This design comes from an exercise in tuning for small area and a short achievable clock period on the open sky130 flow, not from production work.
No run shown here included a check of the RTL's function; only the layout flow was run.
Power is estimated from default activity; no workload was simulated.

==> flow/config.mk <==
export PLATFORM = sky130hd
export DESIGN_NAME = top
export DESIGN_NICKNAME = top
export VERILOG_FILES = /design/flow/design.v
export SDC_FILE = /design/flow/constraint.sdc
export NUM_CORES = 8
export LEC_CHECK = 0
export CAP_MARGIN = 20
export CORE_MARGIN = 2
export CORE_UTILIZATION = 70
export CTS_CLUSTER_DIAMETER = 100
export CTS_CLUSTER_SIZE = 30
export PLACE_DENSITY = 0.8
export SETUP_SLACK_MARGIN = 2.0
export SLEW_MARGIN = 20
==> flow/design.v <==
module async_ram_sp (
	input clk, rst_n,
	input rx_valid,         
	input [9:0] din,        
	output reg [7:0] dout   
	);
reg [4:0] d_ring;
reg [1:0] d_y;
always @(*) begin
	if (din[3:2] != 2'b11) begin
		d_ring = {1'b0, din[7:4]};
		d_y = din[3:2];
	end else begin
		case (din[7:4])
		4'd0:  begin d_ring = 5'd16; d_y = 2'd0; end
		4'd1:  begin d_ring = 5'd16; d_y = 2'd1; end
		4'd2:  begin d_ring = 5'd16; d_y = 2'd2; end
		4'd3:  begin d_ring = 5'd17; d_y = 2'd0; end
		4'd4:  begin d_ring = 5'd17; d_y = 2'd1; end
		4'd5:  begin d_ring = 5'd17; d_y = 2'd2; end
		4'd6:  begin d_ring = 5'd18; d_y = 2'd0; end
		4'd7:  begin d_ring = 5'd18; d_y = 2'd1; end
		4'd8:  begin d_ring = 5'd18; d_y = 2'd2; end
		4'd9:  begin d_ring = 5'd19; d_y = 2'd0; end
		4'd10: begin d_ring = 5'd19; d_y = 2'd1; end
		4'd11: begin d_ring = 5'd19; d_y = 2'd2; end
		4'd12: begin d_ring = 5'd20; d_y = 2'd0; end
		4'd13: begin d_ring = 5'd20; d_y = 2'd1; end
		4'd14: begin d_ring = 5'd20; d_y = 2'd2; end
		default: begin d_ring = 5'd21; d_y = 2'd0; end
		endcase
	end
end
wire [3:0] d_slot = {d_y, din[1:0]};
reg [1:0] phx, phy;
always @(posedge clk) begin
	phx <= phx + 2'd1;
	if (phx == 2'd3)
		phy <= (phy == 2'd2) ? 2'd0 : phy + 2'd1;
end
wire [1:0] nphx = phx + 2'd1;
wire [1:0] nphy = (phx != 2'd3) ? phy : (phy == 2'd2) ? 2'd0 : phy + 2'd1;
reg [4:0] r_ring, w_ring;    
reg [3:0] r_slot, w_slot;
reg [7:0] wdata;             
reg wp;                      
reg wzd;                     
reg [7:0] pf;                
reg w_match, r_match;        
wire go = rx_valid & rst_n;    
wire c00 = go & (din[9:8] == 2'b00);
wire c01 = go & (din[9:8] == 2'b01);
wire c10 = go & (din[9:8] == 2'b10);
wire c11 = go & (din[9:8] == 2'b11);
wire r_new = rx_valid & (din[9:8] == 2'b10);
wire [4:0] nr_ring = r_new ? d_ring : r_ring;
wire [3:0] nr_slot = r_new ? d_slot : r_slot;
reg [21:0] rsel;
always @(posedge clk)
	rsel <= 22'd1 << nr_ring;
always @(posedge clk) begin
	w_match <= (nphx == w_slot[1:0]) & ((nphy == w_slot[3:2]) | (w_ring == 5'd21) | (w_slot[3:2] == 2'b11));
	r_match <= (nphx == nr_slot[1:0]) & ((nphy == nr_slot[3:2]) | (nr_ring == 5'd21));
end
wire w_land = wp & w_match;
wire w_keep = wp & ~w_match;
wire [22*8-1:0] taps;
genvar g;
generate
	for (g = 0; g < 22; g = g + 1) begin : rg
		localparam N = (g == 21) ? 4 : 12;
		reg [8*N-1:0] s;
		wire [7:0] nxt = (w_land && w_ring == g) ? wdata : s[8*N-1 -: 8];
		always @(posedge clk)
			s <= {s[8*N-9:0], nxt};
		assign taps[8*g +: 8] = s[8*N-1 -: 8];
	end
endgenerate
reg [7:0] tap_r;
integer i;
always @(*) begin
	tap_r = 8'd0;
	for (i = 0; i < 22; i = i + 1)
		tap_r = tap_r | (taps[8*i +: 8] & {8{rsel[i]}});
end
wire [7:0] pf_d = !r_match ? pf : (w_land && w_ring == r_ring) ? wdata : tap_r;
wire zreq = ~rst_n | wzd;
always @(posedge clk) begin
	if (c01)
		wdata <= din[7:0];
	wp <= c01 | w_keep;
	wzd <= zreq & w_keep;
	if (c00) begin
		w_ring <= d_ring;
		w_slot <= d_slot;
	end else if (zreq && !w_keep) begin
		w_ring <= 5'd0;
		w_slot <= 4'd0;
	end
	if (~rst_n) begin
		r_ring <= 5'd0;
		r_slot <= 4'd0;
	end else if (c10) begin
		r_ring <= d_ring;
		r_slot <= d_slot;
	end
	pf <= pf_d;
	if (~rst_n)
		dout <= 8'd0;
	else if (c11)
		dout <= pf_d;
end
endmodule
module slave (
	input MOSI, SS_n, clk, rst_n,
	input [7:0] tx_data,
	output reg MISO,
	output reg hv,               
	output reg [10:0] shift_reg  
	);
localparam IDLE = 3'b000;
localparam CHK_CMD = 3'b001;
localparam READ_ADD = 3'b010;
localparam READ_DATA = 3'b011;
localparam WRITE = 3'b100;
reg [2:0] cs, ns;
reg [4:0] counter;
reg flag;
reg ho;      
reg show;    
wire in_frame = (cs == READ_ADD) || (cs == READ_DATA) || (cs == WRITE);
always @(posedge clk) begin
	if (~rst_n)
		counter <= 0;
	else if (SS_n)
		counter <= 0;
	else if (cs != IDLE)
		if (cs != READ_DATA && counter == 11)
			counter <= 0;
		else if (cs == READ_DATA && counter == 20)
			counter <= 0;
		else
			counter <= counter + 1;
	else
		counter <= 0;
end
always @(posedge clk)
	shift_reg <= {shift_reg[9:0], MOSI};
always @(posedge clk) begin
	if (~rst_n) begin
		cs <= IDLE;
		flag <= 1'b0;
	end
	else begin
		cs <= ns;
		if (cs == READ_ADD)
			flag <= 1'b1;
		else if (cs == READ_DATA)
			flag <= 1'b0;
	end
end
always @(*) begin
	ns = cs;
	case (cs)
		IDLE:      ns = SS_n ? IDLE : CHK_CMD;
		CHK_CMD:   if (SS_n) ns = IDLE;
		           else if (counter != 0) ns = shift_reg[0] ? (flag ? READ_DATA : READ_ADD) : WRITE;
		READ_ADD,
		READ_DATA,
		WRITE:     if (SS_n) ns = IDLE;
		default:   ns = IDLE;
	endcase
end
always @(posedge clk) begin
	ho <= rst_n && !SS_n && in_frame && counter == 10;
	hv <= rst_n && ho;
	show <= rst_n && !SS_n && cs == READ_DATA && counter >= 12 && counter <= 19;
end
wire [2:0] bit_idx = 3'd4 - counter[2:0];    
always @(posedge clk) begin
	if (~rst_n)
		MISO <= 1'b0;
	else
		MISO <= show && tx_data[bit_idx];
end
endmodule
module top (
    input clk, rst_n, MOSI, SS_n,
    output MISO
    );
wire [10:0] sr;      
wire hv;             
wire [7:0] tx_data;  
slave dut (
    .MOSI(MOSI),
    .SS_n(SS_n),
    .clk(clk),
    .rst_n(rst_n),
    .tx_data(tx_data),
    .MISO(MISO),
    .hv(hv),
    .shift_reg(sr)
    );
async_ram_sp my_ram (
    .clk(clk),
    .rst_n(rst_n),
    .rx_valid(hv),
    .din(sr[10:1]),
    .dout(tx_data)
    );
endmodule
==> flow/constraint.sdc <==
create_clock -name core_clock -period 4.0 [get_ports {clk}]
set_input_delay 0.8000 -clock core_clock [delete_from_list [all_inputs] [get_ports {clk}]]
set_output_delay 0.8000 -clock core_clock [all_outputs]
set_load 0.01 [all_outputs]
==> flow/run.sh <==
#!/bin/bash
# synth_recipe.tcl (not shown) runs the flow's synth.tcl, then flattens the netlist and writes it again
# the make line also repeats each setting of config.mk as NAME=value (left out here)
make -C /OpenROAD-flow-scripts/flow DESIGN_CONFIG=/design/flow/config.mk WORK_HOME=/design/flow/orfs CLKGATE_MAP_FILE= SYNTH_SCRIPT=/design/flow/synth_recipe.tcl finish
==> results_tabular.tex, run 1 <==
\begin{tabular}{lr}
\hline
Metric & Value \\
\hline
\multicolumn{2}{l}{\textbf{Logic synthesis}} \\
Proportion of register bits with asynchronous set or reset after synthesis & 0\% \\
Number of standard cells after synthesis & 2,794 \\
Most numerous cell in the Yosys netlist & sky130\_fd\_sc\_hd\_\_dfxtp\_1 \\
Synthesis-stage register bit count & 2,149 \\
Synth warnings & 2 \\
Cell type contributing the most total cell area after synthesis & sky130\_fd\_sc\_hd\_\_dfxtp\_1 \\
Most instantiated flip-flop cell in the synthesis netlist & sky130\_fd\_sc\_hd\_\_dfxtp\_1 \\
Share of the yosys chip area belonging to registers & 89.9\% \\
Netlist Area Pre-Place & 48,000 um2 \\
Area fraction of the dominant cell type after synthesis & 88.8\% \\
Number of enable-type register cells in the synthesized netlist & 19 \\
Most numerous cell types in the synthesized netlist & sky130\_fd\_sc\_hd\_\_dfxtp\_1, sky130\_fd\_sc\_hd\_\_mux2\_2, sky130\_fd\_sc\_hd\_\_a22oi\_1, sky130\_fd\_sc\_hd\_\_nor2\_1 \\
Post-synth net total & 2,806 \\
Compound-cell area share of the yosys netlist & 2.38\% \\
Combinational family with the most area after synthesis & multiplexers \\
Share of synthesized cell area in full adder, half adder and majority cells & 0.208\% \\
Simple-Gate Fraction of Synth Area & 2.16\% \\
Synth area leaders & sky130\_fd\_sc\_hd\_\_dfxtp\_1, sky130\_fd\_sc\_hd\_\_mux2\_2, sky130\_fd\_sc\_hd\_\_a22oi\_1 \\
Post-Synth XOR/XNOR Area & 0.273\% \\
Syn avg cell area & 17.2 um2 \\
Distinct cells, synth & 50 \\
Fraction of synthesized area in multiplexers & 4.43\% \\
\multicolumn{2}{l}{\textbf{Clock network}} \\
H-Tree Depth & 3 \\
Clock latency on the worst-skew pair & 0.68 ns \\
Clock-pin slew on the worst setup and hold paths & 0.11 ns \\
Clock root buffer & sky130\_fd\_sc\_hd\_\_clkbuf\_16 \\
Number of hold buffers added after cts & 0 \\
Number of clock sinks & 2,149 \\
Bufs on Longest Clock Path & 3 \\
CTS tree & built \\
Number of buffers created by CTS & 81 \\
\multicolumn{2}{l}{\textbf{Timing}} \\
Unrepaired setup endpoints after global routing & true \\
Highest achievable clock rate & 476 MHz \\
Slew Limit Fails & 0 \\
Final sum of negative setup slack & 0 ns \\
Slew headroom & 50.2\% \\
Slew at the pin closest to its max-slew limit & 0.747 ns \\
\# setup viols final & 0 \\
Final clock period utilization by the worst path & 52.6\% \\
Final hold vios & 0 \\
Final critical delay including setup and external delays & 2.10 ns \\
Worst clock skew & 0.0251 ns \\
\multicolumn{2}{l}{\textbf{Layout}} \\
Utilization of the core after routing & 75.7\% \\
Fraction of final layout cells with drive strength greater than 1 & 12.0\% \\
Area growth syn-to-layout & 7.49\% \\
Ant. Diodes & 0 \\
Number of flip-flops in the largest register & 2,048 \\
Post-layout net count & 2,867 \\
\multicolumn{2}{l}{\textbf{Setup path}} \\
Internal reg-to-reg setup slack & 1.90 ns \\
Crit path capture type & flip-flop \\
Crit path cell chain & nor2\_1 -> and3\_1 -> nand2\_1 -> mux2\_2 \\
Type of origin of the critical path & flip-flop \\
Top fanout value on the critical path & 8 \\
Req. time, crit path & 4.56 ns \\
Type of the worst setup path & reg -> reg \\
Startpoint of the worst-slack reg-to-reg timing path & my\_ram.w\_ring[4]\$\_SDFFCE\_PN0P\_ \\
Critical path buffer and inverter count & 0 \\
Crit Reg-Reg Endpoint & my\_ram.rg[12].s[7]\$\_DFF\_P\_ \\
Top cell family by delay on the critical path & simple AND/OR/NAND/NOR gates \\
Maximum single-stage delay on the critical path & 0.52 ns \\
Worst reg2reg path depth & 4 \\
Crit path max-delay cell type & sky130\_fd\_sc\_hd\_\_edfxtp\_1 \\
Launch point of the worst path & my\_ram.w\_ring[4]\$\_SDFFCE\_PN0P\_ \\
Arrival time worst endpoint & 2.66 ns \\
\multicolumn{2}{l}{\textbf{Run status}} \\
Outcome & timing/DRC/antenna clean \\
\multicolumn{2}{l}{\textbf{Global route}} \\
Via count of the first global-routing pass & 19.9k \\
Wire length of the first global-routing pass & 121,000 um \\
Total routing resource utilization after global routing & 23.1\% \\
Largest net degree at the start of global routing & 32 \\
Initial antenna violation count & 1 \\
Aggregate global routing overflow & 0 \\
\multicolumn{2}{l}{\textbf{Placed design}} \\
Quantity of I/O buffers inserted on ports & 4 \\
Routability-driven placement congestion ratio & 0.894 \\
Detailed Place HPWL & 48,300 um \\
\multicolumn{2}{l}{\textbf{Power}} \\
Max VDD drop & 0.511 mV \\
Leakage power & 0.0204 uW \\
Cell Pwr Density & 606 nW/um2 \\
Final Power & 31,300 uW \\
\multicolumn{2}{l}{\textbf{Floorplan}} \\
Floorplan die width & 266 um \\
Die Y-Extent & 266 um \\
Initial Utilization & 70.4\% \\
Standard-cell rows & 96 \\
Floorplan core area & 68,200 um2 \\
Die Area & 70,700 um2 \\
I/O Pins & 5 \\
\multicolumn{2}{l}{\textbf{Flow run}} \\
Max-cap violations & 0 \\
\multicolumn{2}{l}{\textbf{Hold path}} \\
Worst hold stages & 0 \\
Hold Crit Class & reg -> reg \\
Worst hold path endpoint & my\_ram.rg[7].s[79]\$\_DFF\_P\_ \\
Hold path startpoint & my\_ram.rg[7].s[71]\$\_DFF\_P\_ \\
\multicolumn{2}{l}{\textbf{Drt}} \\
Via count & 19.2k \\
WL final & 81,400 um \\
Drt first-iter violations & 1,600 \\
Routed wire per std cell & 21.7 um \\
Post-detailed-route via-to-cell ratio & 5.12 \\
Number of detailed-routing iterations run before antenna repair & 8 \\
Antenna viol nets, final & 0 \\
Number of design rule violations left after detail routing & 0 \\
\hline
\end{tabular}
## cells by family after synthesis
group,count (synthesis)
AOI/OAI and AO/OA,147
xor gates and xnor gates,15
adders and majority gates,8
buffers and inverters,73
DFF,2149
muxes,188
and+or+nand+nor,214
## through the flow
stage / hold WS [ns] / instance area (um2) / cells / worst slack, ns
5_1_grt: 0.321 / 51600 / 3748 / 1.85
6_report: 0.323 / 51600 / 3748 / 1.90
4_1_cts: 0.314 / 51300 / 3727 / 1.88
2_1_floorplan: 0.310 / 48000 / 2794 / 2.04
3_5_place_dp: 0.312 / 49000 / 3629 / 1.44
3_3_place_gp: 0.310 / 49000 / 3628 / 1.51
## timing repair
action / in CTS / in global routing
endpoints found under the setup margin: 161 / 168
resized for setup: 26 / 20
pin swaps: 2 / 7
setup buffers: 3 / 21
cloned: 1 / 0
## worst reg2reg max path: cells and delay by family (launching register included)
kind,cells,cell delay (ns)
and+or+nand+nor,3,1.00
DFF,1,0.52
muxes,1,0.47
## cells in the final DEF (no fill, tap or decap), drive strengths merged, types with 2 or more instances in the layout
cell type	instances
clkdlybuf4s50	3
nand3b	5
xnor2	8
o2bb2ai	8
dfxtp	2130
nor3b	2
or3	5
nor4	3
a211oi	2
nand4	17
a222oi	8
nor3	18
a21oi	8
xor2	7
and3	3
nor2	71
ha	8
mux4	2
and2	7
edfxtp	19
nand3	20
a22oi	79
nand2	43
buf	35
nor2b	12
clkbuf	89
o21a	7
inv	14
mux2i	9
o21ai	15
a31oi	2
clkinv	2
mux2	177
a221oi	9
or2	2
nand2b	5
## worst max path at each step
stage	to	slack (ns)	cells past startpoint
after floorplan	my_ram.wdata[0]$_DFFE_PP_	2.04	2
after global placement	my_ram.w_slot[0]$_SDFFCE_PN0P_	1.51	4
after detailed placement	my_ram.dout[5]$_SDFFE_PN0P_	1.44	6
after CTS	my_ram.rg[7].s[6]$_DFF_P_	1.88	4
after global routing	my_ram.rg[12].s[7]$_DFF_P_	1.85	4
final	my_ram.rg[12].s[7]$_DFF_P_	1.90	4
## metal layers
layer / track usage (%) / up-vias / wire length [um]
met4: 8.32 / 0 / 2770
li1: - / 9123 / -
met1: 31.0 / 9423 / 35800
met5: 0 / - / 0
met2: 38.9 / 474 / 39500
met3: 3.21 / 173 / 3300
## cell type report
class | instances | area [um2]
Sequential cell | 2149 | 43200
Fill cell | 3553 | 16600
Multi-Input combinational cell | 573 | 4700
Clock buffer | 89 | 2120
Tap cell | 882 | 1100
Timing Repair Buffer | 38 | 373
Clock inverter | 5 | 83.8
Inverter | 12 | 48.8
## where the power goes
part	switching [uW]	internal, uW	leakage (uW)
sequential	19.9	21400	0.0173
combinational	33.9	23.0	0.00197
clock	5920	3860	0.00108
==> run 2, diff against run 1 <==
--- a/flow/design.v
+++ b/flow/design.v
@@ -58,19 +58,24 @@
 reg [21:0] rsel;
 always @(posedge clk)
 	rsel <= 22'd1 << nr_ring;
-always @(posedge clk) begin
-	w_match <= (nphx == w_slot[1:0]) & ((nphy == w_slot[3:2]) | (w_ring == 5'd21) | (w_slot[3:2] == 2'b11));
+wire w_match_d = (nphx == w_slot[1:0]) & ((nphy == w_slot[3:2]) | (w_ring == 5'd21) | (w_slot[3:2] == 2'b11));
+always @(posedge clk) begin
+	w_match <= w_match_d;
 	r_match <= (nphx == nr_slot[1:0]) & ((nphy == nr_slot[3:2]) | (nr_ring == 5'd21));
 end
 wire w_land = wp & w_match;
 wire w_keep = wp & ~w_match;
+wire wp_d = c01 | w_keep;
+reg [21:0] land;
+always @(posedge clk)
+	land <= (wp_d & w_match_d) ? (22'd1 << w_ring) : 22'd0;
 wire [22*8-1:0] taps;
 genvar g;
 generate
 	for (g = 0; g < 22; g = g + 1) begin : rg
 		localparam N = (g == 21) ? 4 : 12;
 		reg [8*N-1:0] s;
-		wire [7:0] nxt = (w_land && w_ring == g) ? wdata : s[8*N-1 -: 8];
+		wire [7:0] nxt = land[g] ? wdata : s[8*N-1 -: 8];
 		always @(posedge clk)
 			s <= {s[8*N-9:0], nxt};
 		assign taps[8*g +: 8] = s[8*N-1 -: 8];
@@ -88,7 +93,7 @@
 always @(posedge clk) begin
 	if (c01)
 		wdata <= din[7:0];
-	wp <= c01 | w_keep;
+	wp <= wp_d;
 	wzd <= zreq & w_keep;
 	if (c00) begin
 		w_ring <= d_ring;
==> results_tabular.tex, run 2 <==
\begin{tabular}{lr}
\hline
Metric & Value \\
\hline
\multicolumn{2}{l}{\textbf{Run status}} \\
Outcome & timing/DRC/antenna clean \\
\multicolumn{2}{l}{\textbf{Hold path}} \\
Hold Crit Class & reg -> reg \\
Worst hold stages & 0 (unchanged) \\
\multicolumn{2}{l}{\textbf{Setup path}} \\
Crit path max-delay cell type & sky130\_fd\_sc\_hd\_\_a22oi\_1 \\
Worst reg2reg path depth & 6 (+2) \\
Type of the worst setup path & reg -> reg \\
Worst setup path endpoint & my\_ram.dout[2]\$\_SDFFE\_PN0P\_ \\
Internal reg-to-reg setup slack & 1.87 ns (-0.02 ns) \\
Crit Reg-Reg Endpoint & my\_ram.dout[2]\$\_SDFFE\_PN0P\_ \\
Crit path cell chain & a22oi\_1 -> nand3\_1 -> nor4\_1 -> a21oi\_1 -> nor2\_1 -> o21ai\_1 \\
Type of origin of the critical path & flip-flop \\
Req. time, crit path & 4.56 ns (about the same) \\
Arrival time worst endpoint & 2.69 ns (+0.03 ns) \\
Top fanout value on the critical path & 8 (unchanged) \\
Launch point of the worst path & my\_ram.rsel[9]\$\_SDFF\_PP0\_ \\
Crit path capture type & flip-flop \\
Maximum single-stage delay on the critical path & 0.59 ns (+0.07 ns) \\
Startpoint of the worst-slack reg-to-reg timing path & my\_ram.rsel[9]\$\_SDFF\_PP0\_ \\
\multicolumn{2}{l}{\textbf{Timing}} \\
\# setup viols final & 0 (unchanged) \\
Final critical delay including setup and external delays & 2.13 ns (+0.0242 ns) \\
Unrepaired setup endpoints after global routing & true \\
Final hold vios & 0 (unchanged) \\
Slew headroom & 26.0\% (-24 points) \\
Final clock period utilization by the worst path & 53.2\% (+0.60 points) \\
Final sum of negative setup slack & 0 ns (unchanged) \\
Slew at the pin closest to its max-slew limit & 1.11 ns (+0.362 ns) \\
Slew Limit Fails & 0 (unchanged) \\
Highest achievable clock rate & 470 MHz (-1.1\%) \\
Worst clock skew & 0.0391 ns (+0.0140 ns) \\
\multicolumn{2}{l}{\textbf{Logic synthesis}} \\
Synth warnings & 2 (unchanged) \\
Proportion of register bits with asynchronous set or reset after synthesis & 0\% (unchanged) \\
Area fraction of the dominant cell type after synthesis & 88.5\% (-0.21 points) \\
Post-synth net total & 2,884 (+2.8\%) \\
Share of the yosys chip area belonging to registers & 89.7\% (-0.23 points) \\
Distinct cells, synth & 52 (+4.0\%) \\
Number of enable-type register cells in the synthesized netlist & 19 (unchanged) \\
Most numerous cell types in the synthesized netlist & sky130\_fd\_sc\_hd\_\_dfxtp\_1, sky130\_fd\_sc\_hd\_\_mux2\_2, sky130\_fd\_sc\_hd\_\_a22oi\_1, sky130\_fd\_sc\_hd\_\_clkbuf\_1, sky130\_fd\_sc\_hd\_\_nor2\_1 \\
Synth area leaders & sky130\_fd\_sc\_hd\_\_dfxtp\_1, sky130\_fd\_sc\_hd\_\_mux2\_2, sky130\_fd\_sc\_hd\_\_a22oi\_1 \\
Number of standard cells after synthesis & 2,872 (+2.8\%) \\
Most numerous cell in the Yosys netlist & sky130\_fd\_sc\_hd\_\_dfxtp\_1 \\
Cell type contributing the most total cell area after synthesis & sky130\_fd\_sc\_hd\_\_dfxtp\_1 \\
Most instantiated flip-flop cell in the synthesis netlist & sky130\_fd\_sc\_hd\_\_dfxtp\_1 \\
Synthesis-stage register bit count & 2,171 (+1.0\%) \\
Netlist Area Pre-Place & 48,700 um2 (+1.3\%) \\
Syn avg cell area & 16.9 um2 (-1.5\%) \\
\multicolumn{2}{l}{\textbf{Global route}} \\
Initial antenna violation count & 0 (-1) \\
Largest net degree at the start of global routing & 32 (unchanged) \\
Total routing resource utilization after global routing & 24.5\% (+1.4 points) \\
Wire length of the first global-routing pass & 126,000 um (+4.4\%) \\
Aggregate global routing overflow & 0 (unchanged) \\
Via count of the first global-routing pass & 19.9k (-0.015\%) \\
\multicolumn{2}{l}{\textbf{Clock network}} \\
CTS tree & built \\
H-Tree Depth & 3 (unchanged) \\
Bufs on Longest Clock Path & 3 (unchanged) \\
Number of clock sinks & 2,171 (+1.0\%) \\
Clock latency on the worst-skew pair & 0.69 ns (about the same) \\
Clock root buffer & sky130\_fd\_sc\_hd\_\_clkbuf\_16 \\
Number of buffers created by CTS & 82 (+1.2\%) \\
Clock-pin slew on the worst setup and hold paths & 0.11 ns (about the same) \\
\multicolumn{2}{l}{\textbf{Floorplan}} \\
Die Y-Extent & 268 um (+0.62\%) \\
I/O Pins & 5 (unchanged) \\
Floorplan die width & 268 um (+0.62\%) \\
Die Area & 71,600 um2 (+1.3\%) \\
Initial Utilization & 70.8\% (+0.40 points) \\
Floorplan core area & 68,700 um2 (+0.70\%) \\
Standard-cell rows & 96 (unchanged) \\
\multicolumn{2}{l}{\textbf{Drt}} \\
Number of design rule violations left after detail routing & 0 (unchanged) \\
Total met3 wirelength after detailed routing & 4460 um (+35\%) \\
Wire length on met1 & 39,400 um (+9.9\%) \\
WL final & 87,300 um (+7.4\%) \\
Routed wire per std cell & 22.6 um (+4.3\%) \\
Number of detailed-routing iterations run before antenna repair & 8 (unchanged) \\
Top sig layer & met4 \\
Drt first-iter violations & 1,509 (-5.7\%) \\
Antenna viol nets, final & 0 (unchanged) \\
Via count & 19.7k (+2.7\%) \\
Post-detailed-route via-to-cell ratio & 5.11 (-0.18\%) \\
Total met2 wirelength after detailed routing & 40,300 um (+2.0\%) \\
\multicolumn{2}{l}{\textbf{Layout}} \\
Number of flip-flops in the largest register & 2,048 (unchanged) \\
Most frequent cells in the layout & sky130\_fd\_sc\_hd\_\_dfxtp\_1, sky130\_fd\_sc\_hd\_\_mux2\_2, sky130\_fd\_sc\_hd\_\_clkbuf\_16 \\
Most common library cell in the layout ignoring fill and taps & sky130\_fd\_sc\_hd\_\_dfxtp\_1 \\
Register with the most flip-flops & my\_ram.rg.s \\
Post-layout net count & 2,928 (+2.1\%) \\
Utilization of the core after routing & 76.2\% (+0.47 points) \\
Area growth syn-to-layout & 7.55\% (about the same) \\
Final design instance area without fill & 52,300 um2 (+1.3\%) \\
Fraction of final layout cells with drive strength greater than 1 & 12.6\% (+0.68 points) \\
\multicolumn{2}{l}{\textbf{Power}} \\
Max VDD drop & 0.555 mV (+8.5\%) \\
Leakage power & 0.0207 uW (+1.6\%) \\
Cell Pwr Density & 604 nW/um2 (-0.27\%) \\
\multicolumn{2}{l}{\textbf{Flow run}} \\
Max-cap violations & 0 (unchanged) \\
\multicolumn{2}{l}{\textbf{Placed design}} \\
Detailed Place HPWL & 54,400 um (+13\%) \\
Routability-driven placement congestion ratio & 0.998 (+12\%) \\
Instance area after placement & 49,600 um2 (+1.2\%) \\
Quantity of I/O buffers inserted on ports & 4 (unchanged) \\
\hline
\end{tabular}
==> run 2: cell types whose count changed in the layout (fill, tap and decap cells not counted), sizes merged, moves of 9 or more <==
cell	change
a21oi	+10
a221oi	-9
a22oi	+10
dfxtp	+22
inv	+12
nand3	+11
nor2	-15
nor4	+27
==> run 2: where the power goes <==
group          total, uW  leakage, uW  internal (uW)  switching, uW
clock network       9870      0.00109           3880           5990
registers          21700       0.0175          21600           22.3
logic               72.5      0.00210           28.7           43.8
==> run 2: what timing repair did <==
item                       CTS  global route
buffers inserted             7            20
hold endpoints to repair     0             0
gates resized for setup     21            51
gates cloned                 2             1
pin swaps                    3            14
hold buffers                 0             0
setup endpoints to repair   67            46
==> run 2: cell type report <==
type | instances | area, um2
fill | 3678 | 16400
timing repair buffer | 41 | 343
inverter | 21 | 78.8
multi-input combinational | 599 | 4860
antenna | 1 | 2.50
clock buffer | 88 | 2130
clock inverter | 6 | 82.6
tap | 931 | 1160
sequential | 2171 | 43700
==> run 2: worst min-delay path by stage <==
stage	from	endpoint	slack [ns]
2_1_floorplan	my_ram.rg[0].s[2]$_DFF_P_	my_ram.rg[0].s[10]$_DFF_P_	0.31
3_3_place_gp	my_ram.rg[4].s[33]$_DFF_P_	my_ram.rg[4].s[41]$_DFF_P_	0.31
3_5_place_dp	my_ram.rg[14].s[87]$_DFF_P_	my_ram.rg[14].s[95]$_DFF_P_	0.31
4_1_cts	my_ram.rg[20].s[17]$_DFF_P_	my_ram.rg[20].s[25]$_DFF_P_	0.32
5_1_grt	my_ram.rg[20].s[17]$_DFF_P_	my_ram.rg[20].s[25]$_DFF_P_	0.32
6_report	my_ram.rg[14].s[21]$_DFF_P_	my_ram.rg[14].s[29]$_DFF_P_	0.31
==> run 2: kinds of logic after synthesis <==
family | share of synthesized area [%]
compound gates | 2.23
xor+xnor | 0.252
fa+ha+maj | 0.206
buf+inv | 0.861
flops | 89.7
mux | 4.37
simple gates | 2.36
==> run 2: per-stage QoR <==
| stage | hold WS, ns | std cells | setup WS (ns) | total power (uW) |
|---|---|---|---|---|
| after floorplan | 0.310 | 2872 | 2.00 | 22200 |
| after global placement | 0.310 | 3732 | 1.26 | 22200 |
| after detailed placement | 0.312 | 3733 | 1.09 | 22200 |
| after CTS | 0.318 | 3836 | 1.97 | 31700 |
| after global routing | 0.323 | 3857 | 1.87 | 32400 |
| final | 0.313 | 3858 | 1.87 | 31600 |
==> run 2: critical path: cells and delay by family (launching register included) <==
kind             cells  cell delay (ns)
AND/OR/NAND/NOR      3             0.71
AO/OA/AOI/OAI        3             0.82
flip-flops           1             0.49
==> run 2: metal layers <==
| metal | track usage (%) | up-vias |
|---|---|---|
| met3 | 4.19 | 180 |
| met4 | 8.94 | 0 |
| met2 | 39.1 | 550 |
| met5 | 0 | - |
| met1 | 34.0 | 9665 |
| li1 | - | 9325 |
==> run 3, diff against run 2 <==
--- a/flow/config.mk
+++ b/flow/config.mk
@@ -8,8 +8,8 @@
 export CAP_MARGIN = 20
 export CORE_MARGIN = 2
 export CORE_UTILIZATION = 70
-export CTS_CLUSTER_DIAMETER = 100
-export CTS_CLUSTER_SIZE = 30
+export CTS_CLUSTER_DIAMETER = 80
+export CTS_CLUSTER_SIZE = 26
 export PLACE_DENSITY = 0.8
 export SETUP_SLACK_MARGIN = 2.0
 export SLEW_MARGIN = 20
==> results_tabular.tex, run 3 <==
\begin{tabular}{lr}
\hline
Metric & Value \\
\hline
\multicolumn{2}{l}{\textbf{Run status}} \\
Outcome & timing/DRC/antenna clean \\
\multicolumn{2}{l}{\textbf{Logic synthesis}} \\
Most numerous cell in the Yosys netlist & sky130\_fd\_sc\_hd\_\_dfxtp\_1 \\
Distinct cells, synth & 52 (unchanged) \\
Area fraction of the dominant cell type after synthesis & 88.5\% (unchanged) \\
Most instantiated flip-flop cell in the synthesis netlist & sky130\_fd\_sc\_hd\_\_dfxtp\_1 \\
Syn avg cell area & 16.9 um2 (unchanged) \\
Cell type contributing the most total cell area after synthesis & sky130\_fd\_sc\_hd\_\_dfxtp\_1 \\
Proportion of register bits with asynchronous set or reset after synthesis & 0\% (unchanged) \\
Synth area leaders & sky130\_fd\_sc\_hd\_\_dfxtp\_1, sky130\_fd\_sc\_hd\_\_mux2\_2, sky130\_fd\_sc\_hd\_\_a22oi\_1 \\
Number of standard cells after synthesis & 2,872 (unchanged) \\
Number of enable-type register cells in the synthesized netlist & 19 (unchanged) \\
Most numerous cell types in the synthesized netlist & sky130\_fd\_sc\_hd\_\_dfxtp\_1, sky130\_fd\_sc\_hd\_\_mux2\_2, sky130\_fd\_sc\_hd\_\_a22oi\_1, sky130\_fd\_sc\_hd\_\_clkbuf\_1, sky130\_fd\_sc\_hd\_\_nor2\_1 \\
Synthesis-stage register bit count & 2,171 (unchanged) \\
Synth warnings & 2 (unchanged) \\
Post-synth net total & 2,884 (unchanged) \\
Netlist Area Pre-Place & 48,700 um2 (unchanged) \\
Share of the yosys chip area belonging to registers & 89.7\% (unchanged) \\
\multicolumn{2}{l}{\textbf{Clock network}} \\
CTS tree & built \\
Bufs on Longest Clock Path & 3 (unchanged) \\
Clock-pin slew on the worst setup and hold paths & 0.10 ns (about the same) \\
Number of buffers created by CTS & 94 (+15\%) \\
Clock root buffer & sky130\_fd\_sc\_hd\_\_clkbuf\_16 \\
Clock latency on the worst-skew pair & 0.67 ns (-0.02 ns) \\
Number of hold buffers added after cts & 0 (unchanged) \\
H-Tree Depth & 3 (unchanged) \\
Number of clock sinks & 2,171 (unchanged) \\
\multicolumn{2}{l}{\textbf{Hold path}} \\
Worst hold stages & 0 (unchanged) \\
Worst hold path endpoint & my\_ram.rg[15].s[54]\$\_DFF\_P\_ \\
Hold path startpoint & my\_ram.rg[15].s[46]\$\_DFF\_P\_ \\
Hold Crit Class & reg -> reg \\
\multicolumn{2}{l}{\textbf{Floorplan}} \\
Standard-cell rows & 96 (unchanged) \\
I/O Pins & 5 (unchanged) \\
Die Y-Extent & 268 um (unchanged) \\
Initial Utilization & 70.8\% (unchanged) \\
Die Area & 71,600 um2 (unchanged) \\
Floorplan core area & 68,700 um2 (unchanged) \\
Floorplan die width & 268 um (unchanged) \\
\multicolumn{2}{l}{\textbf{Placed design}} \\
Placed cell count & 3,733 (unchanged) \\
Routability-driven placement congestion ratio & 0.998 (unchanged) \\
Post-placement worst setup slack & 1.09 ns (unchanged) \\
Detailed Place HPWL & 54,400 um (unchanged) \\
Quantity of I/O buffers inserted on ports & 4 (unchanged) \\
\multicolumn{2}{l}{\textbf{Layout}} \\
Fraction of final layout cells with drive strength greater than 1 & 12.9\% (+0.28 points) \\
Number of flip-flops in the largest register & 2,048 (unchanged) \\
Most frequent cells in the layout & sky130\_fd\_sc\_hd\_\_dfxtp\_1, sky130\_fd\_sc\_hd\_\_mux2\_2, sky130\_fd\_sc\_hd\_\_clkbuf\_16 \\
Utilization of the core after routing & 76.6\% (+0.47 points) \\
Post-layout net count & 2,941 (+0.44\%) \\
Register with the most flip-flops & my\_ram.rg.s \\
Fillcell total & 3,611 (-1.8\%) \\
Most common library cell in the layout ignoring fill and taps & sky130\_fd\_sc\_hd\_\_dfxtp\_1 \\
Area growth syn-to-layout & 8.22\% \\
Non-filler instance count after layout & 3,872 (+0.36\%) \\
\multicolumn{2}{l}{\textbf{Drt}} \\
Number of detailed-routing iterations run before antenna repair & 5 (-3) \\
Post-detailed-route via-to-cell ratio & 5.15 (+0.84\%) \\
WL final & 89,300 um (+2.2\%) \\
Number of design rule violations left after detail routing & 0 (unchanged) \\
Antenna viol nets, final & 0 (unchanged) \\
Routed wire per std cell & 23.1 um (+1.9\%) \\
Via count & 20.0k (+1.2\%) \\
Drt first-iter violations & 1,674 (+11\%) \\
\multicolumn{2}{l}{\textbf{Power}} \\
Internal Power & 26,100 uW (+2.3\%) \\
Gate power share & 0.2\% (about the same) \\
Switching portion of total power & 19.2\% (+0.039 points) \\
Cell Pwr Density & 615 nW/um2 (+1.8\%) \\
NetSw & 6210 uW (+2.6\%) \\
Max VDD drop & 0.472 mV (-15\%) \\
Proportion of power drawn by flip-flops and latches & 66.9\% (-1.7 points) \\
Power share of the clock group & 32.8\% (+1.6 points) \\
Leakage power & 0.0209 uW (+0.81\%) \\
\multicolumn{2}{l}{\textbf{Global route}} \\
Aggregate global routing overflow & 0 (unchanged) \\
Total routing resource utilization after global routing & 25.0\% (+0.53 points) \\
Via count of the first global-routing pass & 20.6k (+3.6\%) \\
Initial antenna violation count & 1 (+1) \\
Wire length of the first global-routing pass & 129,000 um (+2.3\%) \\
Largest net degree at the start of global routing & 28 (-13\%) \\
\multicolumn{2}{l}{\textbf{Timing}} \\
Final clock period utilization by the worst path & 53.8\% (+0.62 points) \\
Highest achievable clock rate & 465 MHz (-1.2\%) \\
Unrepaired setup endpoints after global routing & true \\
Final sum of negative setup slack & 0 ns (unchanged) \\
Final hold vios & 0 (unchanged) \\
Slew Limit Fails & 0 (unchanged) \\
Final Worst Setup Slack & 1.85 ns (-0.0248 ns) \\
Slew headroom & 25.1\% (-0.93 points) \\
Final critical delay including setup and external delays & 2.15 ns (+0.0248 ns) \\
Post-route worst hold slack & 0.310 ns (-0.00314 ns) \\
Slew at the pin closest to its max-slew limit & 1.12 ns (+0.0139 ns) \\
\# setup viols final & 0 (unchanged) \\
Worst clock skew & 0.0256 ns (-0.0135 ns) \\
\multicolumn{2}{l}{\textbf{Setup path}} \\
Crit path capture type & flip-flop \\
Internal reg-to-reg setup slack & 1.85 ns (-0.02 ns) \\
Type of origin of the critical path & flip-flop \\
Type of the worst setup path & reg -> reg \\
Crit Reg-Reg Endpoint & my\_ram.dout[6]\$\_SDFFE\_PN0P\_ \\
Worst reg2reg path depth & 6 (unchanged) \\
Req. time, crit path & 4.56 ns (about the same) \\
Arrival time worst endpoint & 2.71 ns (+0.02 ns) \\
Top fanout value on the critical path & 8 (unchanged) \\
Startpoint of the worst-slack reg-to-reg timing path & my\_ram.rsel[9]\$\_SDFF\_PP0\_ \\
\multicolumn{2}{l}{\textbf{Flow run}} \\
Max-cap violations & 0 (unchanged) \\
\hline
\end{tabular}
## run 3: cell counts after synthesis
No cell type changed its count.
## run 3: power groups by stage
stage	clock network [uW]	registers (uW)	logic [uW]
2_1_floorplan	0	22200	43.2
3_3_place_gp	0	22200	48.3
3_5_place_dp	0	22200	53.0
4_1_cts	10800	21700	60.0
5_1_grt	11500	21700	78.1
6_report	10600	21700	74.1
## run 3: worst max-delay path by stage
stage | start | to | slack (ns) | cells past startpoint
2_1_floorplan | rst_n | my_ram.w_ring[0]$_SDFFCE_PN0P_ | 2.00 | 3
3_3_place_gp | rst_n | my_ram.w_ring[1]$_SDFFCE_PN0P_ | 1.26 | 4
3_5_place_dp | rst_n | my_ram.w_ring[2]$_SDFFCE_PN0P_ | 1.09 | 4
4_1_cts | my_ram.w_ring[3]$_SDFFCE_PN0P_ | my_ram.land[15]$_SDFF_PP0_ | 1.98 | 4
5_1_grt | my_ram.w_ring[4]$_SDFFCE_PN0P_ | my_ram.dout[1]$_SDFFE_PN0P_ | 1.83 | 6
6_report | my_ram.rsel[9]$_SDFF_PP0_ | my_ram.dout[6]$_SDFFE_PN0P_ | 1.85 | 6
## run 3: stage by stage
stage / power, uW / instance area (um2)
final: 32400 / 52700
after global routing: 33200 / 52700
after CTS: 32500 / 52300
after detailed placement: 22200 / 49600
after global placement: 22200 / 49600
after floorplan: 22200 / 48700
## run 3: layout make-up
class                           instances  area [um2]  share of cell area [%]
Antenna cell                            1        2.50                 0.00475
Inverter                               21        78.8                   0.150
Timing Repair Buffer                   42         350                   0.665
Clock buffer                          102        2490                    4.73
Multi-Input combinational cell        599        4830                    9.18
Clock inverter                          5        72.6                   0.138
Tap cell                              931        1160                    2.21
Sequential cell                      2171       43700                    82.9
## run 3: cell families (layout without fill, tap and decap cells)
logic type	after synthesis	in the layout	share of synthesized area, %
AOI/OAI and AO/OA	157	159	2.23
xor gates and xnor gates	14	14	0.252
adders and majority gates	8	8	0.206
buffers and inverters	105	170	0.861
DFF	2171	2171	89.7
muxes	188	188	4.37
other	0	1	0
and+or+nand+nor	229	230	2.36
## run 3: critical path, stage by stage (launching register included)
cell and delay, ns:
sky130_fd_sc_hd__dfxtp_1 0.52, sky130_fd_sc_hd__a22oi_1 0.42, sky130_fd_sc_hd__nand3_1 0.32, sky130_fd_sc_hd__nor4_1 0.41
sky130_fd_sc_hd__a21oi_2 0.12, sky130_fd_sc_hd__nor2_2 0.15, sky130_fd_sc_hd__o21ai_1 0.09
## run 3: repair_timing
item | CTS | global route
buffers inserted | 7 | 21
endpoints found under the setup margin | 62 | 47
resized for setup | 20 | 46
pin swaps | 3 | 12
gates cloned | 2 | 1
## run 3: metal layers
metal / track usage (%) / part of all wire, %
met1: 34.3 / 45
met2: 40.2 / 47
met3: 4.17 / 5.1
met4: 10.0 / 3.5
met5: 0 / 0
==> run 4, diff against run 3 <==
==> flow/design.v (replaced) <==
module async_ram_sp (
	input clk, rst_n,
	input ho,               
	input rx_valid,         
	input [10:0] sr,        
	output reg [7:0] dout   
	);
function [8:0] ring_slot;    
	input [7:0] a;
	reg [4:0] r;
	reg [1:0] y;
	begin
		if (a[3:2] != 2'b11) begin
			r = {1'b0, a[7:4]};
			y = a[3:2];
		end else begin
			case (a[7:4])
			4'd0:  begin r = 5'd16; y = 2'd0; end
			4'd1:  begin r = 5'd16; y = 2'd1; end
			4'd2:  begin r = 5'd16; y = 2'd2; end
			4'd3:  begin r = 5'd17; y = 2'd0; end
			4'd4:  begin r = 5'd17; y = 2'd1; end
			4'd5:  begin r = 5'd17; y = 2'd2; end
			4'd6:  begin r = 5'd18; y = 2'd0; end
			4'd7:  begin r = 5'd18; y = 2'd1; end
			4'd8:  begin r = 5'd18; y = 2'd2; end
			4'd9:  begin r = 5'd19; y = 2'd0; end
			4'd10: begin r = 5'd19; y = 2'd1; end
			4'd11: begin r = 5'd19; y = 2'd2; end
			4'd12: begin r = 5'd20; y = 2'd0; end
			4'd13: begin r = 5'd20; y = 2'd1; end
			4'd14: begin r = 5'd20; y = 2'd2; end
			default: begin r = 5'd21; y = 2'd0; end
			endcase
		end
		ring_slot = {r, y, a[1:0]};
	end
endfunction
wire [8:0] rd_addr = ring_slot(sr[7:0]);    
wire [8:0] wr_addr = ring_slot(sr[8:1]);    
reg [1:0] phx, phy;
always @(posedge clk) begin
	phx <= phx + 2'd1;
	if (phx == 2'd3)
		phy <= (phy == 2'd2) ? 2'd0 : phy + 2'd1;
end
wire [1:0] nphx = phx + 2'd1;
wire [1:0] nphy = (phx != 2'd3) ? phy : (phy == 2'd2) ? 2'd0 : phy + 2'd1;
reg [4:0] r_ring, w_ring;    
reg [3:0] r_slot, w_slot;
reg [7:0] wdata;             
reg wp;                      
reg wzd;                     
reg [7:0] pf;                
reg w_match, r_match;        
reg [21:0] rsel;             
reg [21:0] land;             
reg [7:0] tq;                
wire [4:0] nr_ring = (ho && sr[9:8] == 2'b10) ? rd_addr[8:4] : r_ring;
wire go = rx_valid & rst_n;    
wire c00 = go & (sr[10:9] == 2'b00);
wire c01 = go & (sr[10:9] == 2'b01);
wire c11 = go & (sr[10:9] == 2'b11);
wire w_match_d = (nphx == w_slot[1:0]) & ((nphy == w_slot[3:2]) | (w_ring == 5'd21) | (w_slot[3:2] == 2'b11));
wire w_land = wp & w_match;
wire w_keep = wp & ~w_match;
wire wp_d = c01 | w_keep;
always @(posedge clk) begin
	w_match <= w_match_d;
	r_match <= (nphx == r_slot[1:0]) & ((nphy == r_slot[3:2]) | (r_ring == 5'd21));
	land <= (wp_d & w_match_d) ? (22'd1 << w_ring) : 22'd0;
	rsel <= 22'd1 << nr_ring;
end
wire [22*8-1:0] pre;    
genvar g;
generate
	for (g = 0; g < 22; g = g + 1) begin : rg
		localparam N = (g == 21) ? 4 : 12;
		reg [8*N-1:0] s;
		wire [7:0] nxt = land[g] ? wdata : s[8*N-1 -: 8];
		always @(posedge clk)
			s <= {s[8*N-9:0], nxt};
		assign pre[8*g +: 8] = s[8*N-9 -: 8];
	end
endgenerate
reg [7:0] tq_d;
integer i;
always @(*) begin
	tq_d = 8'd0;
	for (i = 0; i < 22; i = i + 1)
		tq_d = tq_d | (pre[8*i +: 8] & {8{rsel[i]}});
end
wire [7:0] pf_d = !r_match ? pf : (w_land && w_ring == r_ring) ? wdata : tq;
wire zreq = ~rst_n | wzd;
always @(posedge clk) begin
	tq <= tq_d;
	pf <= pf_d;
	if (c01)
		wdata <= sr[8:1];
	wp <= wp_d;
	wzd <= zreq & w_keep;
	if (c00) begin
		w_ring <= wr_addr[8:4];
		w_slot <= wr_addr[3:0];
	end else if (zreq && !w_keep) begin
		w_ring <= 5'd0;
		w_slot <= 4'd0;
	end
	if (~rst_n) begin
		r_ring <= 5'd0;
		r_slot <= 4'd0;
	end else if (ho && sr[9:8] == 2'b10) begin
		r_ring <= rd_addr[8:4];
		r_slot <= rd_addr[3:0];
	end
	if (~rst_n)
		dout <= 8'd0;
	else if (c11)
		dout <= pf_d;
end
endmodule
module slave (
	input MOSI, SS_n, clk, rst_n,
	input [7:0] tx_data,
	output reg MISO,
	output reg ho,               
	output reg hv,               
	output reg [10:0] shift_reg  
	);
localparam IDLE = 3'b000;
localparam CHK_CMD = 3'b001;
localparam READ_ADD = 3'b010;
localparam READ_DATA = 3'b011;
localparam WRITE = 3'b100;
reg [2:0] cs, ns;
reg [4:0] counter;
reg flag;
reg show;    
wire in_frame = (cs == READ_ADD) || (cs == READ_DATA) || (cs == WRITE);
always @(posedge clk) begin
	if (~rst_n)
		counter <= 0;
	else if (SS_n)
		counter <= 0;
	else if (cs != IDLE)
		if (cs != READ_DATA && counter == 11)
			counter <= 0;
		else if (cs == READ_DATA && counter == 20)
			counter <= 0;
		else
			counter <= counter + 1;
	else
		counter <= 0;
end
always @(posedge clk)
	shift_reg <= {shift_reg[9:0], MOSI};
always @(posedge clk) begin
	if (~rst_n) begin
		cs <= IDLE;
		flag <= 1'b0;
	end
	else begin
		cs <= ns;
		if (cs == READ_ADD)
			flag <= 1'b1;
		else if (cs == READ_DATA)
			flag <= 1'b0;
	end
end
always @(*) begin
	ns = cs;
	case (cs)
		IDLE:      ns = SS_n ? IDLE : CHK_CMD;
		CHK_CMD:   if (SS_n) ns = IDLE;
		           else if (counter != 0) ns = shift_reg[0] ? (flag ? READ_DATA : READ_ADD) : WRITE;
		READ_ADD,
		READ_DATA,
		WRITE:     if (SS_n) ns = IDLE;
		default:   ns = IDLE;
	endcase
end
always @(posedge clk) begin
	ho <= rst_n && !SS_n && in_frame && counter == 10;
	hv <= rst_n && ho;
	show <= rst_n && !SS_n && cs == READ_DATA && counter >= 12 && counter <= 19;
end
wire [2:0] bit_idx = 3'd4 - counter[2:0];    
always @(posedge clk) begin
	if (~rst_n)
		MISO <= 1'b0;
	else
		MISO <= show && tx_data[bit_idx];
end
endmodule
module top (
    input clk, rst_n, MOSI, SS_n,
    output MISO
    );
wire [10:0] sr;      
wire ho;             
wire hv;             
wire [7:0] tx_data;  
slave dut (
    .MOSI(MOSI),
    .SS_n(SS_n),
    .clk(clk),
    .rst_n(rst_n),
    .tx_data(tx_data),
    .MISO(MISO),
    .ho(ho),
    .hv(hv),
    .shift_reg(sr)
    );
async_ram_sp my_ram (
    .clk(clk),
    .rst_n(rst_n),
    .ho(ho),
    .rx_valid(hv),
    .sr(sr),
    .dout(tx_data)
    );
endmodule
==> results_tabular.tex, run 4 <==
\begin{tabular}{lr}
\hline
Metric & Value \\
\hline
\multicolumn{2}{l}{\textbf{Run status}} \\
Outcome & timing/DRC/antenna clean \\
\multicolumn{2}{l}{\textbf{Layout}} \\
Final design instance area without fill & 52,900 um2 (+0.46\%) \\
Area of the multi-input gates & 5020 um2 (+3.9\%) \\
Register with the most flip-flops & my\_ram.rg.s \\
Post-layout net count & 2,937 (-0.14\%) \\
Ant. Diodes & 0 (-1) \\
Fillcell total & 3,730 (+3.3\%) \\
Area growth syn-to-layout & 7.52\% \\
Most common library cell in the layout ignoring fill and taps & sky130\_fd\_sc\_hd\_\_dfxtp\_1 \\
Most frequent cells in the layout & sky130\_fd\_sc\_hd\_\_dfxtp\_1, sky130\_fd\_sc\_hd\_\_mux2\_2, sky130\_fd\_sc\_hd\_\_clkbuf\_16 \\
Number of flip-flops in the largest register & 2,048 (unchanged) \\
Area occupied by registers & 43,900 um2 (+0.58\%) \\
Fraction of final layout cells with drive strength greater than 1 & 11.6\% (-1.3 points) \\
\multicolumn{2}{l}{\textbf{Drt}} \\
Number of detailed-routing iterations run before antenna repair & 5 (unchanged) \\
WL final & 85,900 um (-3.8\%) \\
Post-detailed-route via-to-cell ratio & 5.11 (-0.94\%) \\
Drt first-iter violations & 1,287 (-23\%) \\
Via count & 19.8k (-0.91\%) \\
Routed wire per std cell & 22.2 um (-3.8\%) \\
Number of design rule violations left after detail routing & 0 (unchanged) \\
Antenna viol nets, final & 0 (unchanged) \\
\multicolumn{2}{l}{\textbf{Timing}} \\
Final hold vios & 0 (unchanged) \\
Unrepaired setup endpoints after global routing & true \\
Final sum of negative setup slack & 0 ns (unchanged) \\
Worst clock skew & 0.0263 ns (+0.000749 ns) \\
Slew headroom & 36.5\% (+11 points) \\
Slew at the pin closest to its max-slew limit & 0.951 ns (-0.172 ns) \\
\# setup viols final & 0 (unchanged) \\
Slew Limit Fails & 0 (unchanged) \\
Highest achievable clock rate & 489 MHz (+5.2\%) \\
Final critical delay including setup and external delays & 2.05 ns (-0.106 ns) \\
Final clock period utilization by the worst path & 51.1\% (-2.7 points) \\
\multicolumn{2}{l}{\textbf{Global route}} \\
Total routing resource utilization after global routing & 23.8\% (-1.2 points) \\
Via count of the first global-routing pass & 20.4k (-1.0\%) \\
Met2 usage in global routing & 39.5\% (-0.70 points) \\
Largest net degree at the start of global routing & 28 (unchanged) \\
Wire length of the first global-routing pass & 127,000 um (-1.7\%) \\
Most used routing layer & met2 \\
Initial antenna violation count & 3 (+2) \\
Aggregate global routing overflow & 0 (unchanged) \\
Met1 global-route usage & 32.3\% (-1.9 points) \\
Met3 GRT Util & 4.34\% (+0.16 points) \\
\multicolumn{2}{l}{\textbf{Clock network}} \\
H-Tree Depth & 3 (unchanged) \\
CTS tree & built \\
Bufs on Longest Clock Path & 3 (unchanged) \\
Clock-pin slew on the worst setup and hold paths & 0.10 ns (about the same) \\
Clock latency on the worst-skew pair & 0.69 ns (+0.02 ns) \\
Number of clock sinks & 2,184 (+0.60\%) \\
Number of buffers created by CTS & 94 (unchanged) \\
Number of hold buffers added after cts & 0 (unchanged) \\
Clock root buffer & sky130\_fd\_sc\_hd\_\_clkbuf\_16 \\
\multicolumn{2}{l}{\textbf{Power}} \\
Switching portion of total power & 19.2\% (+0.051 points) \\
NetSw & 6230 uW (+0.36\%) \\
Proportion of power drawn by flip-flops and latches & 67.3\% (+0.4 points) \\
Power share of the clock group & 32.4\% (-0.4 points) \\
Internal Power & 26,200 uW (about the same) \\
Leakage power & 0.0208 uW (-0.20\%) \\
Final Power & 32,400 uW (about the same) \\
Cell Pwr Density & 612 nW/um2 (-0.36\%) \\
Gate power share & 0.3\% (about the same) \\
Max VDD drop & 0.506 mV (+7.1\%) \\
\multicolumn{2}{l}{\textbf{Logic synthesis}} \\
Most numerous cell types in the synthesized netlist & sky130\_fd\_sc\_hd\_\_dfxtp\_1, sky130\_fd\_sc\_hd\_\_mux2\_2, sky130\_fd\_sc\_hd\_\_clkbuf\_1, sky130\_fd\_sc\_hd\_\_nor2\_1, sky130\_fd\_sc\_hd\_\_a221oi\_1 \\
Number of enable-type register cells in the synthesized netlist & 19 (unchanged) \\
Most numerous cell in the Yosys netlist & sky130\_fd\_sc\_hd\_\_dfxtp\_1 \\
Proportion of register bits with asynchronous set or reset after synthesis & 0\% (unchanged) \\
Netlist Area Pre-Place & 49,200 um2 (+1.1\%) \\
Area fraction of the dominant cell type after synthesis & 88.1\% (-0.44 points) \\
Post-synth net total & 2,899 (+0.52\%) \\
Number of standard cells after synthesis & 2,883 (+0.38\%) \\
Synth warnings & 2 (unchanged) \\
Most instantiated flip-flop cell in the synthesis netlist & sky130\_fd\_sc\_hd\_\_dfxtp\_1 \\
Share of the yosys chip area belonging to registers & 89.3\% (-0.46 points) \\
Distinct cells, synth & 57 (+9.6\%) \\
Cell type contributing the most total cell area after synthesis & sky130\_fd\_sc\_hd\_\_dfxtp\_1 \\
Synthesis-stage register bit count & 2,184 (+0.60\%) \\
Syn avg cell area & 17.1 um2 (+0.73\%) \\
Synth area leaders & sky130\_fd\_sc\_hd\_\_dfxtp\_1, sky130\_fd\_sc\_hd\_\_mux2\_2, sky130\_fd\_sc\_hd\_\_edfxtp\_1 \\
\multicolumn{2}{l}{\textbf{Floorplan}} \\
Initial Utilization & 70.5\% (-0.32 points) \\
I/O Pins & 5 (unchanged) \\
Die Area & 72,400 um2 (+1.1\%) \\
Floorplan die width & 269 um (+0.55\%) \\
Floorplan core area & 69,800 um2 (+1.6\%) \\
Die Y-Extent & 269 um (+0.55\%) \\
Standard-cell rows & 97 (+1.0\%) \\
\multicolumn{2}{l}{\textbf{Hold path}} \\
Worst hold path endpoint & my\_ram.rg[3].s[8]\$\_DFF\_P\_ \\
Hold path startpoint & my\_ram.rg[3].s[0]\$\_DFF\_P\_ \\
Worst hold stages & 0 (unchanged) \\
Hold Crit Class & reg -> reg \\
\multicolumn{2}{l}{\textbf{Placed design}} \\
Routability-driven placement congestion ratio & 0.829 (-17\%) \\
Quantity of I/O buffers inserted on ports & 4 (unchanged) \\
Detailed Place HPWL & 52,700 um (-3.1\%) \\
Instance area after placement & 50,200 um2 (+1.1\%) \\
\multicolumn{2}{l}{\textbf{Setup path}} \\
Type of the worst setup path & reg -> reg \\
Crit Reg-Reg Endpoint & my\_ram.dout[3]\$\_SDFFE\_PN0P\_ \\
Worst reg2reg path depth & 4 (-2) \\
Top fanout value on the critical path & 6 (-2) \\
Startpoint of the worst-slack reg-to-reg timing path & my\_ram.w\_ring[3]\$\_SDFFCE\_PN0P\_ \\
Arrival time worst endpoint & 2.63 ns (-0.08 ns) \\
Type of origin of the critical path & flip-flop \\
Internal reg-to-reg setup slack & 1.95 ns (+0.11 ns) \\
Req. time, crit path & 4.58 ns (+0.02 ns) \\
Crit path capture type & flip-flop \\
\multicolumn{2}{l}{\textbf{Flow run}} \\
Max-cap violations & 0 (unchanged) \\
\hline
\end{tabular}
[run 4: cell types whose count changed in the layout (fill, tap and decap cells not counted), sizes merged, moves of 11 or more]
cell / delta
a22oi: -63
a221oi: +32
a22o: +30
nand2: -22
nand3: -22
nor2: +19
o21ai: -17
buf: -16
nor4: -15
dfxtp: +13
nor2b: -11
[run 4: critical path: stages (launching register included)]
cell                       delay [ns]
sky130_fd_sc_hd__edfxtp_1        0.44
sky130_fd_sc_hd__xor2_2          0.17
sky130_fd_sc_hd__or4_4           0.57
sky130_fd_sc_hd__or4_4           0.54
sky130_fd_sc_hd__a32o_1          0.23
[run 4: worst max path at each step]
stage | cells after the start | slack, ns | to | from
floorplan | 4 | 2.00 | my_ram.dout[0]$_SDFFE_PN0P_ | my_ram.w_ring[0]$_SDFFCE_PN0P_
global placement | 6 | 1.06 | my_ram.land[7]$_SDFF_PP0_ | rst_n
detailed placement | 6 | 0.92 | my_ram.land[11]$_SDFF_PP0_ | rst_n
CTS | 4 | 1.96 | my_ram.dout[3]$_SDFFE_PN0P_ | my_ram.w_ring[3]$_SDFFCE_PN0P_
global route | 4 | 1.92 | my_ram.dout[3]$_SDFFE_PN0P_ | my_ram.w_ring[3]$_SDFFCE_PN0P_
finish | 4 | 1.95 | my_ram.dout[3]$_SDFFE_PN0P_ | my_ram.w_ring[3]$_SDFFCE_PN0P_
[run 4: cells by family after synthesis]
logic type / after synthesis / synth area share [%]
adder cells (fa/ha/maj): 12 / 0.305
AO/OA/AOI/OAI: 165 / 2.64
multiplexers: 197 / 4.52
flip-flops: 2184 / 89.3
AND/OR/NAND/NOR: 210 / 2.26
XOR/XNOR: 14 / 0.249
buffers and inverters: 101 / 0.771
[run 4: metrics by stage]
step | setup slack (ns) | std cells | hold slack, ns | util (%)
after floorplan | 2.00 | 2883 | 0.310 | -
after global placement | 1.06 | 3755 | 0.309 | 71.9
after detailed placement | 0.919 | 3755 | 0.312 | 71.9
after CTS | 1.96 | 3867 | 0.315 | 75.6
after global routing | 1.92 | 3873 | 0.325 | 75.8
final | 1.95 | 3873 | 0.316 | 75.8
[run 4: routing by layer]
layer	part of all wire, %	up-vias
met4	2.9	2
li1	-	9422
met5	0.019	-
met1	45	9763
met2	48	433
met3	4.6	156
[run 4: repair_timing]
item                       4_1_cts  5_1_grt
cloned                           0        0
setup endpoints to repair       55       39
gates resized for setup         20       13
buffers inserted                 4        6
pin swaps                        8        5
[run 4: layout make-up]
cell class,count,share of cell area [%]
clock buffers,98,4.52
clock inverters,10,0.239
inverters,17,0.121
multi-input cells,598,9.50
flip-flops and latches,2184,83.0
well taps,940,2.22
repair buffers,26,0.376
[run 4: power groups by stage]
stage          logic [uW]  clock network (uW)  registers (uW)
6_report             92.2               10500           21800
2_1_floorplan        70.0                   0           22300
4_1_cts              88.3               10600           21800
3_5_place_dp         83.7                   0           22300
5_1_grt               102               11300           21800
3_3_place_gp         79.1                   0           22300
==> run 5, diff against run 4 <==
--- a/flow/config.mk
+++ b/flow/config.mk
@@ -11,5 +11,5 @@
 export CTS_CLUSTER_DIAMETER = 80
 export CTS_CLUSTER_SIZE = 26
 export PLACE_DENSITY = 0.8
-export SETUP_SLACK_MARGIN = 2.0
+export SETUP_SLACK_MARGIN = 2.3
 export SLEW_MARGIN = 20
==> results_tabular.tex, run 5 <==
\begin{tabular}{lr}
\hline
Metric & Value \\
\hline
\multicolumn{2}{l}{\textbf{Run status}} \\
Outcome & timing/DRC/antenna clean \\
\multicolumn{2}{l}{\textbf{Drt}} \\
Number of design rule violations left after detail routing & 0 (unchanged) \\
Drt first-iter violations & 1,290 (+0.23\%) \\
Routed wire per std cell & 23.3 um (+5.0\%) \\
Post-detailed-route via-to-cell ratio & 5.17 (+1.3\%) \\
Via count & 20.2k (+1.9\%) \\
WL final & 90,800 um (+5.6\%) \\
Number of detailed-routing iterations run before antenna repair & 5 (unchanged) \\
\multicolumn{2}{l}{\textbf{Setup path}} \\
Cell type with the highest occurrence count on the critical path & sky130\_fd\_sc\_hd\_\_or4\_4 \\
Depth of the critical timing path with buffers and inverters included & 4 (unchanged) \\
Type of the worst setup path & reg -> reg \\
Internal reg-to-reg setup slack & 1.92 ns (-0.04 ns) \\
Crit Reg-Reg Endpoint & my\_ram.dout[3]\$\_SDFFE\_PN0P\_ \\
Crit path cell chain & xor2\_2 -> or4\_4 -> or4\_4 -> a32o\_1 \\
Arrival time worst endpoint & 2.65 ns (+0.02 ns) \\
Req. time, crit path & 4.57 ns (about the same) \\
Crit path capture type & flip-flop \\
Maximum single-stage delay on the critical path & 0.59 ns (+0.02 ns) \\
Critical path buffer and inverter count & 0 (unchanged) \\
Crit path max-delay cell type & sky130\_fd\_sc\_hd\_\_or4\_4 \\
Worst setup path endpoint & my\_ram.dout[3]\$\_SDFFE\_PN0P\_ \\
Worst reg2reg path depth & 4 (unchanged) \\
Top cell family by delay on the critical path & simple AND/OR/NAND/NOR gates \\
\multicolumn{2}{l}{\textbf{Clock network}} \\
H-Tree Depth & 3 (unchanged) \\
Number of clock sinks & 2,184 (unchanged) \\
Clock root buffer & sky130\_fd\_sc\_hd\_\_clkbuf\_16 \\
Number of buffers created by CTS & 94 (unchanged) \\
\multicolumn{2}{l}{\textbf{Power}} \\
Final Power & 32,500 uW (+0.32\%) \\
Max VDD drop & 0.447 mV (-12\%) \\
Leakage power & 0.0211 uW (+1.1\%) \\
\multicolumn{2}{l}{\textbf{Timing}} \\
Slew Limit Fails & 0 (unchanged) \\
Final clock period utilization by the worst path & 52.0\% (+0.89 points) \\
Final critical delay including setup and external delays & 2.08 ns (+0.0356 ns) \\
Worst clock skew & 0.0231 ns (-0.00325 ns) \\
Slew headroom & 30.6\% (-5.9 points) \\
Unrepaired setup endpoints after global routing & true \\
\# setup viols final & 0 (unchanged) \\
Slew at the pin closest to its max-slew limit & 1.04 ns (+0.0882 ns) \\
Highest achievable clock rate & 481 MHz (-1.7\%) \\
\multicolumn{2}{l}{\textbf{Placed design}} \\
Instance area after placement & 50,300 um2 (+0.21\%) \\
Quantity of I/O buffers inserted on ports & 4 (unchanged) \\
Routability-driven placement congestion ratio & 0.843 (+1.6\%) \\
\multicolumn{2}{l}{\textbf{Global route}} \\
Wire length of the first global-routing pass & 132,000 um (+4.5\%) \\
Largest net degree at the start of global routing & 28 (unchanged) \\
Total routing resource utilization after global routing & 24.9\% (+1.1 points) \\
Aggregate global routing overflow & 0 (unchanged) \\
\multicolumn{2}{l}{\textbf{Layout}} \\
Non-filler instance count after layout & 3,895 (+0.57\%) \\
Most common library cell in the layout ignoring fill and taps & sky130\_fd\_sc\_hd\_\_dfxtp\_1 \\
Post-layout net count & 2,958 (+0.72\%) \\
Number of flip-flops in the largest register & 2,048 (unchanged) \\
Utilization of the core after routing & 76.8\% (+0.99 points) \\
\multicolumn{2}{l}{\textbf{Floorplan}} \\
Floorplan core area & 69,800 um2 (unchanged) \\
Standard-cell rows & 97 (unchanged) \\
Die Y-Extent & 269 um (unchanged) \\
\multicolumn{2}{l}{\textbf{Hold path}} \\
Hold path startpoint & my\_ram.rg[4].s[13]\$\_DFF\_P\_ \\
Hold Crit Class & reg -> reg \\
Worst hold stages & 0 (unchanged) \\
\multicolumn{2}{l}{\textbf{Logic synthesis}} \\
Synth warnings & 2 (unchanged) \\
Proportion of register bits with asynchronous set or reset after synthesis & 0\% (unchanged) \\
Netlist Area Pre-Place & 49,200 um2 (unchanged) \\
Syn avg cell area & 17.1 um2 (unchanged) \\
Cell type contributing the most total cell area after synthesis & sky130\_fd\_sc\_hd\_\_dfxtp\_1 \\
Most instantiated flip-flop cell in the synthesis netlist & sky130\_fd\_sc\_hd\_\_dfxtp\_1 \\
Area fraction of the dominant cell type after synthesis & 88.1\% (unchanged) \\
Number of enable-type register cells in the synthesized netlist & 19 (unchanged) \\
Distinct cells, synth & 57 (unchanged) \\
Share of the yosys chip area belonging to registers & 89.3\% (unchanged) \\
Post-synth net total & 2,899 (unchanged) \\
Synth area leaders & sky130\_fd\_sc\_hd\_\_dfxtp\_1, sky130\_fd\_sc\_hd\_\_mux2\_2, sky130\_fd\_sc\_hd\_\_edfxtp\_1 \\
Most numerous cell types in the synthesized netlist & sky130\_fd\_sc\_hd\_\_dfxtp\_1, sky130\_fd\_sc\_hd\_\_mux2\_2, sky130\_fd\_sc\_hd\_\_clkbuf\_1, sky130\_fd\_sc\_hd\_\_nor2\_1, sky130\_fd\_sc\_hd\_\_a221oi\_1 \\
\hline
\end{tabular}
-- run 5: cell count changes in the layout (fill, tap and decap cells not counted), sizes merged, moves of 2 or more --
cell	previous run	this run
buf	23	40
clkbuf	98	102
o311a	1	4
clkinv	5	3
inv	21	19
-- run 5: stage by stage --
| step | hold WS [ns] | worst slack, ns |
|---|---|---|
| after floorplan | 0.310 | 2.00 |
| after global placement | 0.310 | 1.16 |
| after detailed placement | 0.312 | 1.20 |
| after CTS | 0.321 | 1.93 |
| after global routing | 0.324 | 1.88 |
| final | 0.317 | 1.92 |
-- run 5: logic make-up after synthesis --
group                      share of synthesized area, %
and+or+nand+nor                                    2.26
DFF                                                89.3
AOI/OAI and AO/OA                                  2.64
muxes                                              4.52
adders and majority gates                         0.305
buffers and inverters                             0.771
xor gates and xnor gates                          0.249
-- run 5: power by group --
part	internal (uW)	total, uW	switching, uW
Sequential	21800	21800	31.7
Clock	4390	10600	6170
Combinational	51.0	121	70.1
-- run 5: layout make-up --
cell class	count	area, um2	share of cell area, %
antenna	1	2.50	0.00467
timing repair buffer	43	345	0.644
multi-input combinational	602	5550	10.4
clock inverter	7	71.3	0.133
inverter	17	67.6	0.126
clock buffer	101	2440	4.56
sequential	2184	43900	82.0
tap	940	1180	2.19
-- run 5: per-layer routing --
| metal | share of wire, % | wire length (um) | global-route usage (%) |
|---|---|---|---|
| met5 | 0 | 0 | 0 |
| met4 | 3.8 | 3420 | 9.03 |
| met3 | 5.5 | 5010 | 4.03 |
| met2 | 47 | 42400 | 40.6 |
| met1 | 44 | 40000 | 34.3 |
-- run 5: worst min path at each step --
stage                                              to
after CTS                 my_ram.rg[13].s[61]$_DFF_P_
after global routing       my_ram.rg[4].s[21]$_DFF_P_
after global placement     my_ram.rg[8].s[18]$_DFF_P_
after floorplan            my_ram.rg[0].s[10]$_DFF_P_
after detailed placement  my_ram.rg[17].s[82]$_DFF_P_
final                      my_ram.rg[4].s[21]$_DFF_P_
-- run 5: timing repair --
item | CTS | global route
cloned | 2 | 2
hold buffers | 0 | 0
endpoints found under the hold margin | 0 | 0
resized for setup | 59 | 52
setup endpoints to repair | 80 | 72
pin swaps | 11 | 24
setup buffers | 9 | 14

-- re-timing with driven ports --
Ports are ideal in the flow. The routed layouts listed here were re-timed in OpenROAD.
Step 1 assumes that a clkbuf_16 drives the clock port and a buf_2 every other input.
Step 2 adds t to the input delays and takes it off the output delays; t is the mean of the earliest and latest rising clock arrival at the registers after step 1. Input paths then give back, and output paths get back, about the clock's delay inside the block.
Slacks: no drivers / after step 1 / after step 2; pairs: no drivers / after step 1.
run | t (ns) | slack for setup (ns) | latest minus earliest clock arrival (ns) | slew at the worst register clock pin (ns)
run 1 | 0.732 | 1.897 / 1.897 / 1.450 | 0.033 / 0.033 | 0.12 / 0.12
run 2 | 0.732 | 1.873 / 1.873 / 1.650 | 0.048 / 0.047 | 0.11 / 0.11
run 3 | 0.725 | 1.848 / 1.848 / 1.644 | 0.040 / 0.040 | 0.10 / 0.10
run 4 | 0.739 | 1.955 / 1.955 / 1.430 | 0.030 / 0.030 | 0.10 / 0.10
run 5 | 0.736 | 1.919 / 1.919 / 1.792 | 0.034 / 0.033 | 0.10 / 0.10
After both steps setup and hold are still met in every run listed. The setup slack of run 4, which loses most, moves by 0.000 ns with the drivers and by -0.525 ns with both steps.
